From an optimization exercise on the open Yosys and OpenROAD flow, aimed at small area, a short achievable clock period and few clock cycles per item; shortcuts taken in it are not production practice.
At most, simulation tests tie the RTL to the original design; equivalence was not proved.
No activity file was given, so power comes from the tool's default toggle rates.

==> flow/design.v <==
module div(
    input                               clk,
    input                               resetn,
    input                               signed_div_i,
    input   [31:0]                   operand1_i,
    input   [31:0]                   operand2_i,
    input                               start_i,
    input                               annul_i,
    output  reg[63:0]          result_o,
    output  reg                         ready_o
);
localparam S_IDLE = 3'd0;
localparam S_NEG  = 3'd1;
localparam S_NORM = 3'd2;
localparam S_ITER = 3'd3;
localparam S_DONE = 3'd4;
reg [2:0]  state;
reg [32:0] rem;
reg [32:0] dsr;       
reg [31:0] quo;
reg [4:0]  cnt;
reg [5:0]  lz_a;      
reg [5:0]  lz_b;      
reg        sa;        
reg        sub;       
reg        neg_q;     
wire sa_in = signed_div_i & operand1_i[31];
wire sb_in = signed_div_i & operand2_i[31];
wire b_zero = ~|operand2_i;
wire [32:0] a_ext = {sa_in, operand1_i};
wire [32:0] b_ext = {sb_in, operand2_i};
wire neg_first = sa_in & ~sb_in;      
wire [31:0] ua = operand1_i ^ {32{sa_in}};
wire [31:0] ub = (operand2_i ^ {32{sb_in}}) | 32'd1;
genvar k, i;
function [5:0] lzc32;
    input [31:0] v;
    reg [7:0] nz;
    reg [7:0] oh;
    reg [1:0] lo;
    reg [2:0] hi;
    integer n;
    begin
        for (n = 0; n < 8; n = n + 1)
            nz[n] = |v[4*n +: 4];
        for (n = 0; n < 8; n = n + 1)
            oh[n] = nz[n] & ~|(nz >> (n + 1));
        lo = 2'd0;
        hi = 3'd0;
        for (n = 0; n < 8; n = n + 1) begin
            lo = lo | ({2{oh[n]}} & {~v[4*n+3] & ~v[4*n+2],
                                     ~v[4*n+3] & (v[4*n+2] | ~v[4*n+1])});
            hi = hi | ({3{oh[n]}} & (3'd7 - n[2:0]));
        end
        lzc32 = {~|nz, hi, lo};
    end
endfunction
wire [7:0] nz_a, nz_b, nz_b_above;
generate
    for (k = 0; k < 8; k = k + 1) begin : nib
        assign nz_a[k] = |ua[4*k+3:4*k];
        assign nz_b[k] = |ub[4*k+3:4*k];
        if (k == 7) begin : top
            assign nz_b_above[k] = 1'b0;
        end else begin : below
            assign nz_b_above[k] = |nz_b[7:k+1];
        end
    end
endgenerate
wire small_in = ~sa_in & ~|(nz_a & ~nz_b_above);
wire [33:0] x = {rem[32], rem};
wire [33:0] y = {dsr[32], dsr};
wire [33:0] g0 = x & y;
wire [33:0] p0 = x ^ y;
wire [33:0] gg [0:6];
wire [33:0] pp [0:6];
assign gg[0] = g0;
assign pp[0] = p0;
generate
    for (k = 0; k < 6; k = k + 1) begin : ks
        for (i = 0; i < 34; i = i + 1) begin : kb
            if (i >= (1 << k)) begin : comb
                assign gg[k+1][i] = gg[k][i] | (pp[k][i] & gg[k][i - (1 << k)]);
                assign pp[k+1][i] = pp[k][i] & pp[k][i - (1 << k)];
            end else begin : pass
                assign gg[k+1][i] = gg[k][i];
                assign pp[k+1][i] = pp[k][i];
            end
        end
    end
endgenerate
wire [33:0] gt = gg[6];
wire [33:0] pt = pp[6];
wire [33:0] carry = {gt[32:0] | (pt[32:0] & {33{sub}}), sub};
wire [33:0] sum = p0 ^ carry;
wire neg_le = p0[33] ^ gt[32];
wire take = sa ? neg_le : ~sum[33];
wire [5:0] first = lz_b - lz_a + {5'd0, sa};
always @(*) begin
    result_o = {rem[31:0], quo};
    ready_o  = (state == S_DONE);
end
always @(posedge clk) begin
    lz_a  <= lzc32(ua);
    lz_b  <= lzc32(ub);
    sa    <= sa_in;
    sub   <= sa_in | ~sb_in;
    neg_q <= sa_in ^ sb_in;
    case (state)
        S_IDLE:  dsr <= b_ext ^ {33{sa_in | ~sb_in}};
        S_NEG:   dsr <= ~sum[32:0];     
        S_NORM:  dsr <= (dsr << first[4:0]) | ~({33{1'b1}} << first[4:0]) & {33{sub}};
        default: dsr <= {dsr[32], dsr[32:1]};
    endcase
    if (state == S_NORM) cnt <= first[4:0];
    else                 cnt <= cnt - 5'd1;
    case (state)
        S_IDLE:  quo <= 32'd0;
        S_NEG:   quo <= 32'd0;
        S_NORM:  quo <= {32{neg_q & take}};
        default: quo <= {quo[30:0], take ^ neg_q};
    endcase
    case (state)
        S_IDLE:  rem <= (b_zero | neg_first) ? 33'd0 : a_ext;
        S_NEG:   rem <= a_ext;
        S_NORM:  if (take & neg_q) rem <= sum[32:0];
        S_ITER:  if (take) rem <= sum[32:0];
        default: ;
    endcase
    if (resetn == 1'b0) begin
        state <= S_IDLE;
    end else begin
        case (state)
            S_IDLE: begin
                if (start_i && !annul_i) begin
                    if (b_zero | small_in) state <= S_DONE;
                    else if (neg_first)    state <= S_NEG;
                    else                   state <= S_NORM;
                end
            end
            S_NEG:  state <= annul_i ? S_IDLE : S_NORM;
            S_NORM: begin
                if (annul_i)    state <= S_IDLE;
                else if (!take) state <= S_DONE;     
                else            state <= S_ITER;
            end
            S_ITER: begin
                if (annul_i)           state <= S_IDLE;
                else if (cnt == 5'd0)  state <= S_DONE;
            end
            default: state <= S_IDLE;
        endcase
    end
end
endmodule
Settings: LEC_CHECK=0, CAP_MARGIN=20, CORE_MARGIN=2, CORE_UTILIZATION=40, SETUP_SLACK_MARGIN=1.6, SLEW_MARGIN=20; clock period 5.0 ns.
run.sh (not shown) runs the stock make flow with config.mk's settings and CLKGATE_MAP_FILE= SYNTH_SCRIPT=/design/flow/synth_recipe.tcl, a recipe that flattens the netlist after the stock synthesis.
Next try:
SETUP_SLACK_MARGIN = 0.6   (was 1.6)
=> Synthesized cell count is unchanged; wire length falls by 4.8%; utilization is lower by 3.9 points; sequential share of layout area grows by 1.5 points; non-clock buffer count goes down by 35; synthesized area does not change; hold slack is about the same.
No functional check of the RTL was part of any run of this note.

========
== the baseline ==
Starts from the design.v that is shown in full above.
Settings: LEC_CHECK=0, CAP_MARGIN=20, CORE_MARGIN=2, CORE_UTILIZATION=40, SETUP_SLACK_MARGIN=1.2, SLEW_MARGIN=20; clock period 5.0 ns.
standard.sh (not shown) runs the stock make flow with config.mk's settings and CLKGATE_MAP_FILE= SYNTH_SCRIPT=/design/flow/synth_recipe.tcl, a recipe that flattens the netlist after the stock synthesis.
==> flow/flow/run.sh <==
#!/bin/bash
# The standard layout, with the ports buffered by buf_2 cells.
set -euo pipefail
bash standard.sh "BUFFER_PORTS_ARGS=-buffer_cell sky130_fd_sc_hd__buf_2" finish > standard_flow.log 2>&1
The baseline: all stages complete, timing, DRC and antenna checks passed
diff inputs: the baseline => the candidate
==> flow/run.sh (new file) <==
#!/bin/bash
# synth_recipe.tcl (not shown) runs the flow's synth.tcl, then flattens the netlist and writes it again
# the make line also repeats each setting of config.mk as NAME=value (left out here)
make -C /OpenROAD-flow-scripts/flow DESIGN_CONFIG=/design/flow/config.mk WORK_HOME=/design/flow/orfs CLKGATE_MAP_FILE= SYNTH_SCRIPT=/design/flow/synth_recipe.tcl finish
removed: flow/flow/run.sh
removed: flow/standard.sh
## What came out
Routed metal-1 wire length: lower on the baseline
The candidate vs the baseline: total net switching power up in the candidate
On the candidate: combinational power share is 1.4 points higher than what the baseline gave.
NOTE: worst-case vdd ir drop in the candidate falls short of that of the baseline
No functional check of the RTL was part of any run of this note.

========
Starts from the design.v that is shown in full above.
export LEC_CHECK = 0
export CAP_MARGIN = 20
export CORE_MARGIN = 2
export CORE_UTILIZATION = 40
export SETUP_SLACK_MARGIN = 2.0
export SLEW_MARGIN = 20
create_clock -name core_clock -period 5.0 [get_ports {clk}]
run.sh (not shown) runs the stock make flow with config.mk's settings and CLKGATE_MAP_FILE= SYNTH_SCRIPT=/design/flow/synth_recipe.tcl, a recipe that flattens the netlist after the stock synthesis.
Stock flow here: none of the scripts above is used.
Then changed:
- SETUP_SLACK_MARGIN: 2.0 -> unset
The changed run finished with timing, DRC and antenna clean.
Via count came out lower by a few percent.
Routed wire length came out lower by a few percent.
Cell area came out lower by roughly a tenth.
Count of clock-buffer cells in the layout is unchanged.
Function was not checked in any run of this note: the RTL went through the layout flow alone.

========
div, a different RTL version from the one above (not shown whole).
Size: about 1,200 cells after synthesis, about 120 flip-flops, roughly 130 I/O pins, ~9900 um2 of cells after synthesis.
Settings: LEC_CHECK=0, CAP_MARGIN=20, CORE_MARGIN=2, CORE_UTILIZATION=40, CTS_BUF_LIST=sky130_fd_sc_hd__clkbuf_8, SETUP_SLACK_MARGIN=1.4, SLEW_MARGIN=20; clock period 5.0 ns.
standard.sh (not shown) runs the stock make flow with config.mk's settings and CLKGATE_MAP_FILE= SYNTH_SCRIPT=/design/flow/synth_recipe.tcl, a recipe that flattens the netlist after the stock synthesis.
==> flow/flow/run.sh <==
#!/bin/bash
# The standard layout, with the ports buffered by buf_2 cells.
set -euo pipefail
bash standard.sh "BUFFER_PORTS_ARGS=-buffer_cell sky130_fd_sc_hd__buf_2" finish > standard_flow.log 2>&1
Then changed:
--- a/flow/config.mk
+++ b/flow/config.mk
@@ -9,5 +9,4 @@
 export CORE_MARGIN = 2
 export CORE_UTILIZATION = 40
-export CTS_BUF_LIST = sky130_fd_sc_hd__clkbuf_8
-export SETUP_SLACK_MARGIN = 1.4
+export SETUP_SLACK_MARGIN = 1.6
 export SLEW_MARGIN = 20
Effect: Power came out higher by 11%. Area after synthesis stays the same. Worst setup slack is better by 140 ps. Via count came out higher by 3.6%. Final area came out higher by 6.0%. Routed wire length came out higher by 4.8%. Register-to-register slack is better by 140 ps.
Then changed:
--- a/flow/config.mk
+++ b/flow/config.mk
@@ -9,4 +9,4 @@
 export CORE_MARGIN = 2
 export CORE_UTILIZATION = 40
-export SETUP_SLACK_MARGIN = 1.6
+export SETUP_SLACK_MARGIN = 1.4
 export SLEW_MARGIN = 20
Effect: The changed run passed the timing, design-rule and antenna checks; clock skew barely changes; core utilization fell by 2.1 points; final cell count drops by 1.7%; clock power hardly moves; power falls by 4.9%; die area is unchanged; fmax came out lower by 3.7%; flip-flop and latch count does not change; via count went down by 3.1%.
Then changed:
--- a/flow/config.mk
+++ b/flow/config.mk
@@ -9,4 +9,4 @@
 export CORE_MARGIN = 2
 export CORE_UTILIZATION = 40
-export SETUP_SLACK_MARGIN = 1.4
+export SETUP_SLACK_MARGIN = 1.2
 export SLEW_MARGIN = 20
Result:
- clock skew stays flat
- clock power drops by about 7%
- first-iteration DRC count drops by about 20%
- via count drops by 1.4%
No functional check of the RTL was part of any run of this note.

========
Another version of the RTL of div (not shown whole).
Size in the first run: about 1300 cells after synthesis, about 120 flip-flops.
// div
module div(
    input                               clk,
    input                               resetn,
    input                               signed_div_i,
    input   [31:0]                   operand1_i,
    input   [31:0]                   operand2_i,
    input                               start_i,
    input                               annul_i,
    output  reg[63:0]          result_o,
    output  reg                         ready_o
);
export LEC_CHECK = 0
export CAP_MARGIN = 20
export CORE_MARGIN = 2
export CORE_UTILIZATION = 40
export CTS_BUF_LIST = sky130_fd_sc_hd__clkbuf_4 sky130_fd_sc_hd__clkbuf_8
export SETUP_SLACK_MARGIN = 1.2
export SLEW_MARGIN = 20
create_clock -name core_clock -period 5.0 [get_ports {clk}]
Scripts as last shown in full above: flow/flow/run.sh
The baseline finished clean.
Testbench counts at the start, summed over its fixed seeds: cycles 72,428, divisions 8,000.
Edit:
- CTS_BUF_LIST: sky130_fd_sc_hd__clkbuf_4 sky130_fd_sc_hd__clkbuf_8 -> unset
=> Die area stays the same. Power came out higher by about 4%. Core utilization increases by 0.60 points. Register-to-register slack is better by 0.08 ns.

========
build 14:
Another version of the RTL of div (not shown whole).
For scale: about 120 flip-flops, about 130 I/O pins.
Settings: LEC_CHECK=0, CAP_MARGIN=20, CORE_MARGIN=2, CORE_UTILIZATION=56, CTS_BUF_LIST=sky130_fd_sc_hd__clkbuf_8, SETUP_SLACK_MARGIN=1.5, SLEW_MARGIN=20; clock period 5.0 ns.
Scripts as last shown in full above: flow/flow/run.sh
Testbench counts of build 14, summed over its fixed seeds: cycles 71,722, divisions 8,000.
[inputs] build 38 vs build 14
Settings: SETUP_SLACK_MARGIN changed from 1.5 to 1.2; CORE_UTILIZATION changed from 56 to 40.
Findings:
- Diff build 14 -> build 38 | largest stage delay on the critical path | increase of 0.12 ns
- The maximum clock frequency of build 38 is lower than that of build 14.
- First-pass iteration count of the detailed router, build 38 and build 14: higher on build 38
- Build 38 vs build 14, share of post-route cells with drive strength above 1 went down by 3.8 points.
- Of build 38 and build 14, the run reporting the lower post-route fraction of the period consumed by the critical path was build 14.
- Build 38 ends up with a area overhead of the layout relative to synthesis that is 3.7 points lower than in build 14.
- Build 38 ended up with dsr[5] as its launch point of the worst path; build 14 ended up with rem[17].
- Going from build 14 to build 38, overall track demand over capacity in global routing shrinks by 9.8 points.
- Looking only at finished layout cell area, and setting everything else aside, the lower value of build 38 and build 14 goes to build 38.
Setup changes, build 38 to build 68
Settings: SETUP_SLACK_MARGIN changed from 1.2 to 1.5; CORE_UTILIZATION changed from 40 to 55.
Findings:
Build 68 finished all stages; the layout is clean.
NOTE: placed instance count in build 68 falls short of that of build 38
Build 68 vs build 38: detailed-routing wirelength on met1 down by a few percent
On proportion of cell area spent on the clock network, build 68 tracks build 38 almost exactly.
The final reports for build 68 and build 38 show worst setup slack higher in the former.
dsr[5] as the launching element of the worst setup path was reported by build 38, and dsr[6] by build 68.
Cmp build 68 and build 38 / non-clock buffer total of the final layout / higher: build 68
> inputs changed (build 68 -> build 55)
Settings: CORE_UTILIZATION now 40, was 55; SETUP_SLACK_MARGIN now 1.8, was 1.5.
Notes after the runs:
Initial cell density of the core on build 55 is down relative to build 68.
Standby leakage power for build 55: 10% up relative to build 68
Measured against each other, build 68 and build 55 differ in wire length of the first global-routing pass, the lower figure coming from build 68.

========
div, a different RTL version from the one above (not shown whole).
Size in the first run: roughly 1300 cells after synthesis, about 130 I/O pins.
Design div, start of the top module:
module div(
    input                               clk,
    input                               resetn,
    input                               signed_div_i,
    input   [31:0]                   operand1_i,
    input   [31:0]                   operand2_i,
    input                               start_i,
    input                               annul_i,
    output  reg[63:0]          result_o,
    output  reg                         ready_o
);
Settings: LEC_CHECK=0, CAP_MARGIN=20, CORE_MARGIN=2, CORE_UTILIZATION=60, SETUP_SLACK_MARGIN=1.2, SLEW_MARGIN=20; clock period 5.0 ns.
Scripts as last shown in full above: flow/flow/run.sh
The first run finished with timing, DRC and antenna clean.
Edit:
Settings changed: CORE_UTILIZATION 60 to 40.
Effect:
- The new run finished with timing, DRC and antenna clean
- non-clock buffer count climbs by 13
- sequential power stays flat
- worst hold slack loses 0.0033 ns
- die area rises by 48%
Function was not checked in any run of this note: the RTL went through the layout flow alone.

========
Setup of run 1:
div, a different RTL version from the one above (not shown whole).
Size in the first run: about 1200 cells after synthesis, about 120 flip-flops, ~0.0098 mm^2 of cells after synthesis.
clock: 5.0 ns
lec_check: 0
cap_margin: 20
core_margin: 2
core_utilization: 55
setup_slack_margin: 1.7
slew_margin: 20
==> flow/flow/run.sh <==
#!/bin/bash
# The standard layout, with the ports buffered by buf_2 cells and a clock tree
# without dummy loads.
set -euo pipefail
bash standard.sh "BUFFER_PORTS_ARGS=-buffer_cell sky130_fd_sc_hd__buf_2" \
  "CTS_ARGS=-sink_clustering_enable -repair_clock_nets -dont_use_dummy_load -buf_list sky130_fd_sc_hd__clkbuf_8" \
  finish > standard_flow.log 2>&1
Testbench counts of run 1, summed over its fixed seeds: cycles 71,183, divisions 8,000.
Input changes introduced in run 2 (baseline for comparison: run 1):
- SETUP_SLACK_MARGIN now 1.5, was 1.7
==> comparison <==
Area of all placed cells without fillers: run 1 and run 2 compared, lower one is run 2. Total wire length: run 2 < run 1. Run 2 reports a higher maximum ir drop on the vdd rail than run 1 does. | total of cells resized after clock tree synthesis | run 2 vs run 1 | 4 lower |. Run 2 completed end to end with timing, DRC and antenna clean. Run 2 vs. run 1: total power consumption of the routed design decreased by 0.00013 W relative to the old numbers, fraction of the core area covered by cells at the end of the flow decreased by 0.52 points relative to the old numbers, post-detailed-placement cell area closely matched the old numbers, global-route usage decreased by 0.87 points relative to the old numbers.
Changes in run 3 relative to run 2:
- GPL_ROUTABILITY_DRIVEN: unset -> 0
- SETUP_SLACK_MARGIN: 1.5 -> 1.7
Results
- Status | run 3 and run 2 | clean
- Looking only at critical path data arrival time, and setting everything else aside, the lower value of run 3 and run 2 goes to run 3.
- Run 2 has a lower switching power total than run 3.
- Area: run 3 vs run 2 -> run 3 larger
For run 4, these inputs were changed with respect to run 3:
- changing SETUP_SLACK_MARGIN from 1.7 to 1.8
- removing GPL_ROUTABILITY_DRIVEN (formerly 0)
### Flow results
- The final reports for run 4 and run 3 show post-synthesis to final-layout area growth higher in the former.
- A worst setup path startpoint of rem[4]$_DFFE_PP_ is what run 4 shows, while rem[20]$_DFFE_PP_ belongs to run 3.
- Comparing post-layout minimum cycle time for run 3 and run 4, the smaller number came from run 4.
- From run 3 to run 4 the numbers moved as follows: via count of the first global-routing pass picked up an extra 286; final wirelength shows an increase of 6.4%; setup slack increased by 3.9 ps relative to the old numbers; layout cell share with drive strength beyond 1 now sits higher; relative max-transition margin decreased 7.3 points.
- The power of run 4 exceeds that of run 3 by about 4%.
- Between run 4 and run 3, it is run 4 whose post-placement cell area is higher, by 0.46%.
- Run 4 and run 3 ended up with roughly the same storage element area.
What run 5 does differently from run 4 at the input level:
- a change of CORE_UTILIZATION from 55 to 60
- a change of SETUP_SLACK_MARGIN from 1.8 to 1.7
Notes after the runs:
Compared with run 4, run 5 shows non-clock buffer area fraction after layout lower by 2.5 points.
The final layouts of run 5 and run 4 pass the timing, design-rule and antenna checks.
Sort run 5 and run 4 by power density over the cells, descending, and run 4 comes first.
The count of clock-buffer cells in the layout on run 4 is in line with that on run 5.
Fmax deteriorates in run 5 relative to run 4.
In run 5 the fraction of area in registers turned out 1.1 points higher than in run 4.
The higher design area of run 5 and run 4 is in run 4.
STATUS first-pass GRT wire length: run 5 wins against run 4
Count of vias placed by the detailed router delta for run 5 relative to run 4: 2.6% lower
Modified inputs, run 6 compared to run 5
- swapping 60 for 52 in CORE_UTILIZATION
==> notes.md <==
Going from run 5 to run 6, the biggest fanout along the worst timing path was found to have gone up by 28. Run 6 reports a higher layout-stage area growth over the synthesis result than run 5 does. Compared with run 5, in run 6 clock network fraction of total power decreased 0.4 points, utilization of the core after routing lost 9.5 points, final area has increased.

-- port drivers added, routing unchanged --
The flow's constraints put no driver on any port. The routed layouts listed below were extracted and timed again, unchanged, in two steps. Step 1 sets driving cells, clkbuf_16 on the clock port and buf_2 on the other inputs (assumed; they add their load-dependent delay and slew). Step 2 times the ports against the registers' clock, not the clock port: input delays grow and output delays shrink by t, the midpoint of the rising clock arrivals with the driver on. a / b / c = ideal / step 1 / step 2; a / b = the first two.
| run | t, ns | setup slack, ns | worst setup path after step 2 | worst data-port slew with drivers (ns) | pins driven straight from the clock port |
|---|---|---|---|---|---|
| the first run of note 1 | 0.478 | 1.586 / 1.586 / 1.201 | input to register | 0.04 | 1 |
| the second run of note 1 | 0.469 | 0.989 / 0.989 / 0.666 | input to register | 0.04 | 1 |
| the baseline | 0.483 | 1.288 / 1.288 / 0.970 | input to register | 0.04 | 1 |
| the candidate | 0.484 | 1.312 / 1.260 / 1.073 | input to register | 0.05 | 1 |
| the first run of note 3 | 0.475 | 1.536 / 1.536 / 1.536 | register to register | 0.04 | 1 |
| the second run of note 3 | 0.469 | 0.989 / 0.989 / 0.666 | input to register | 0.04 | 1 |
| the first run of note 4 | 0.516 | 1.418 / 1.418 / 1.292 | input to register | 0.06 | 1 |
| the second run of note 4 | 0.483 | 1.561 / 1.561 / 1.256 | input to register | 0.05 | 1 |
| the third run of note 4 | 0.487 | 1.429 / 1.429 / 1.274 | input to register | 0.05 | 1 |
| the fourth run of note 4 | 0.477 | 1.332 / 1.332 / 1.103 | input to register | 0.06 | 1 |
| the first run of note 5 | 0.506 | 1.304 / 1.304 / 0.931 | input to register | 0.04 | 1 |
| the second run of note 5 | 0.476 | 1.387 / 1.387 / 0.964 | input to register | 0.04 | 1 |
| build 14 | 0.490 | 1.458 / 1.458 / 1.227 | input to register | 0.05 | 1 |
| build 38 | 0.514 | 1.272 / 1.272 / 1.002 | input to register | 0.04 | 1 |
| build 68 | 0.495 | 1.566 / 1.566 / 1.259 | input to register | 0.06 | 1 |
| build 55 | 0.496 | 1.514 / 1.514 / 1.454 | input to register | 0.07 | 1 |
| the first run of note 7 | 0.479 | 1.284 / 1.284 / 1.171 | input to register | 0.04 | 1 |
| the second run of note 7 | 0.484 | 1.397 / 1.397 / 1.076 | input to register | 0.04 | 1 |
| run 1 | 0.498 | 1.728 / 1.728 / 1.294 | input to register | 0.04 | 1 |
| run 2 | 0.496 | 1.595 / 1.595 / 1.147 | input to register | 0.04 | 1 |
| run 3 | 0.485 | 1.747 / 1.747 / 1.294 | input to register | 0.04 | 1 |
| run 4 | 0.488 | 1.751 / 1.751 / 1.316 | input to register | 0.04 | 1 |
| run 5 | 0.488 | 1.685 / 1.704 / 1.216 | input to register | 0.04 | 1 |
| run 6 | 0.475 | 1.716 / 1.716 / 1.277 | input to register | 0.04 | 1 |
After both steps every run listed still meets setup and hold. The setup slack of run 5, which loses most, moves by +0.019 ns with the drivers and by -0.469 ns with both steps.
